This design comes from an exercise in tuning for small area on the open sky130 flow, not from production work.
In this exercise RTL edits were held to simulation tests only and were not proved equivalent to the original.
No activity file was given, so power comes from the tool's default toggle rates.

## lcd_renderer
module lcd_renderer (
  input clk,
  input rst_n,
  input [99:0] game_table,
  output LCD_rst,
  output [1:0] LCD_cs,
  output LCD_rw,
  output LCD_di,
  output [7:0] LCD_data,
  output LCD_en
);
  wire ready, out_valid, we_s, we_f, y_last, x_last, init;
  wire [9:0] din;
  wire [3:0] col;
  wire [7:0] tap;
  wire [3:0] wb;
  wire [2:0] wm, page;
  RAM_ctrl ram_c (
    .game_table(game_table), .clk(clk), .rst_n(rst_n), .data_valid(out_valid),
    .y_last(y_last), .x_last(x_last), .init(init), .ready(ready),
    .we_s(we_s), .we_f(we_f), .din(din), .b(wb), .m(wm)
  );
  RAM R1 (.clk(clk), .we_s(we_s), .we_f(we_f), .first(init), .din(din), .b(wb), .m(wm),
          .col(col), .page(page), .dout(tap));
  LCD_control LCD_ctrl (
    .clk(clk), .rst_n(rst_n), .tap(tap), .ready(ready), .data_valid(out_valid),
    .col(col), .y_last(y_last), .x_last(x_last), .init(init), .page(page),
    .LCD_di(LCD_di), .LCD_rw(LCD_rw), .LCD_en(LCD_en), .LCD_rst(LCD_rst),
    .LCD_cs(LCD_cs), .LCD_data(LCD_data)
  );
endmodule
==> flow/config.mk <==
export PLATFORM = sky130hd
export DESIGN_NAME = lcd_renderer
export DESIGN_NICKNAME = lcd_renderer
export VERILOG_FILES = /design/flow/design.v
export SDC_FILE = /design/flow/constraint.sdc
export NUM_CORES = 4
export LEC_CHECK = 0
export CAP_MARGIN = 20
export CORE_MARGIN = 2
export CORE_UTILIZATION = 70
export SLEW_MARGIN = 20
export BUFFER_PORTS_ARGS = -buffer_cell sky130_fd_sc_hd__buf_1
export CTS_ARGS = -sink_clustering_enable -repair_clock_nets -dont_use_dummy_load -buf_list sky130_fd_sc_hd__clkbuf_4 -sink_clustering_size 10 -sink_clustering_max_diameter 40
==> flow/constraint.sdc <==
create_clock -name core_clock -period 10.0 [get_ports {clk}]
set_input_delay 2.0000 -clock core_clock [delete_from_list [all_inputs] [get_ports {clk}]]
set_output_delay 2.0000 -clock core_clock [all_outputs]
set_load 0.01 [all_outputs]
standard.sh (not shown) runs the stock make flow with config.mk's settings and CLKGATE_MAP_FILE= SYNTH_SCRIPT=/design/flow/synth_recipe.tcl, a recipe that flattens the netlist after the stock synthesis.
==> flow/flow/run.sh <==
#!/bin/bash
# Layout flow: the standard ORFS flow (standard.sh) with these changes:
#  - synthesis: the standard synthesis, but yosys abc maps the logic with
#    the area-oriented script flow/abc_area.script and no adder cells are
#    extracted (flow/synth_area.tcl); the registers are the standard
#    synthesis's;
#  - port buffers use the smallest buffer (buf_1) instead of ORFS's default
#    pick; every input and output port still gets its own buffer;
#  - clock tree synthesis builds leaf clusters of at most 10 sinks driven by
#    clkbuf_4 and inserts no dummy loads.
# Each tool's full output goes to a log file in this folder (make.log) and to
# ORFS's own per-step logs under orfs/logs/.
set -euo pipefail
export FLOW_SYNTH_TCL="$PWD/synth_recipe.tcl"
export FLOW_ABC_AREA_SCRIPT="$PWD/flow/abc_area.script"
cat >> config.mk <<'C'
export BUFFER_PORTS_ARGS = -buffer_cell sky130_fd_sc_hd__buf_1
export CTS_ARGS = -sink_clustering_enable -repair_clock_nets -dont_use_dummy_load -buf_list sky130_fd_sc_hd__clkbuf_4 -sink_clustering_size 10 -sink_clustering_max_diameter 40
C
bash standard.sh "SYNTH_SCRIPT=$PWD/flow/synth_area.tcl" finish > make.log 2>&1
==> flow/flow/abc_area.script <==
strash
&get -n
&fraig -x
&put
dc2
strash
&get -n
&dc2
&dch -f
&nf -R 2000 -C 20
&put
==> flow/flow/synth_area.tcl <==
# The standard synthesis (synth_recipe.tcl, sourced unchanged: ORFS's
# synth.tcl with yosys synth -nofsm -noshare, then flatten and rename) with
# two changes to the combinational logic only:
#  - yosys abc maps the logic with the area-oriented script
#    flow/abc_area.script instead of ORFS's delay-oriented one;
#  - half and full adders are not extracted into adder cells (extract_fa is
#    skipped), so abc maps the counters' increments with the rest.
# Flip-flops are mapped before abc and abc does not touch them, so the
# registers (count, names, cell types) are those of the standard synthesis.
proc abc {args} {
  set i [lsearch -exact $args -script]
  if {$i >= 0} { lset args [expr {$i + 1}] $::env(FLOW_ABC_AREA_SCRIPT) }
  yosys abc {*}$args
}
proc extract_fa {args} {}
source $::env(FLOW_SYNTH_TCL)
Next try:
--- a/flow/flow/run.sh
+++ b/flow/flow/run.sh
@@ -8,3 +8,3 @@
 #    pick; every input and output port still gets its own buffer;
-#  - clock tree synthesis builds leaf clusters of at most 10 sinks driven by
+#  - clock tree synthesis builds leaf clusters of at most 11 sinks driven by
 #    clkbuf_4 and inserts no dummy loads.
@@ -17,3 +17,3 @@
 export BUFFER_PORTS_ARGS = -buffer_cell sky130_fd_sc_hd__buf_1
-export CTS_ARGS = -sink_clustering_enable -repair_clock_nets -dont_use_dummy_load -buf_list sky130_fd_sc_hd__clkbuf_4 -sink_clustering_size 10 -sink_clustering_max_diameter 40
+export CTS_ARGS = -sink_clustering_enable -repair_clock_nets -dont_use_dummy_load -buf_list sky130_fd_sc_hd__clkbuf_4 -sink_clustering_size 11 -sink_clustering_max_diameter 40
 C
CTS_ARGS = -sink_clustering_enable -repair_clock_nets -dont_use_dummy_load -buf_list sky130_fd_sc_hd__clkbuf_4 -sink_clustering_size 11 -sink_clustering_max_diameter 40   (was -sink_clustering_enable -repair_clock_nets -dont_use_dummy_load -buf_list sky130_fd_sc_hd__clkbuf_4 -sink_clustering_size 10 -sink_clustering_max_diameter 40)
Result: Non-clock buffer count does not change; flip-flop and latch count does not change; clock power hardly moves; die area does not change; hold slack is about the same; power decreases by 0.96%; clock-buffer cell count decreases by 5; sequential share of layout area increases by 0.17 points.

## port drivers added, routing unchanged
The results above use ideal ports. As a check the final layouts listed here were re-extracted and re-timed, cells and wires unchanged.
Step 1 sets driving cells, clkbuf_16 on the clock port and buf_2 on the other inputs (assumed; they add their load-dependent delay and slew).
Step 2, shift: input delay + t, output delay - t, t = (earliest + latest rising clock arrival at the registers) / 2. This alone moves slack from input paths to output paths.
Three values: ideal, step 1, step 2; two values: the first two.
| run | shift t [ns] | slack for setup (ns) | worst slew at a driven data input, ns | cell pins on the clock port's net |
|---|---|---|---|---|
| the first run | 0.686 | 5.162 / 5.137 / 5.137 | 0.04 | 1 |
| the second run | 0.688 | 5.183 / 5.157 / 5.157 | 0.04 | 1 |
After both steps every run listed still meets setup and hold. The setup slack of the second run, which loses most, moves by -0.026 ns with the drivers and by -0.026 ns with both steps.
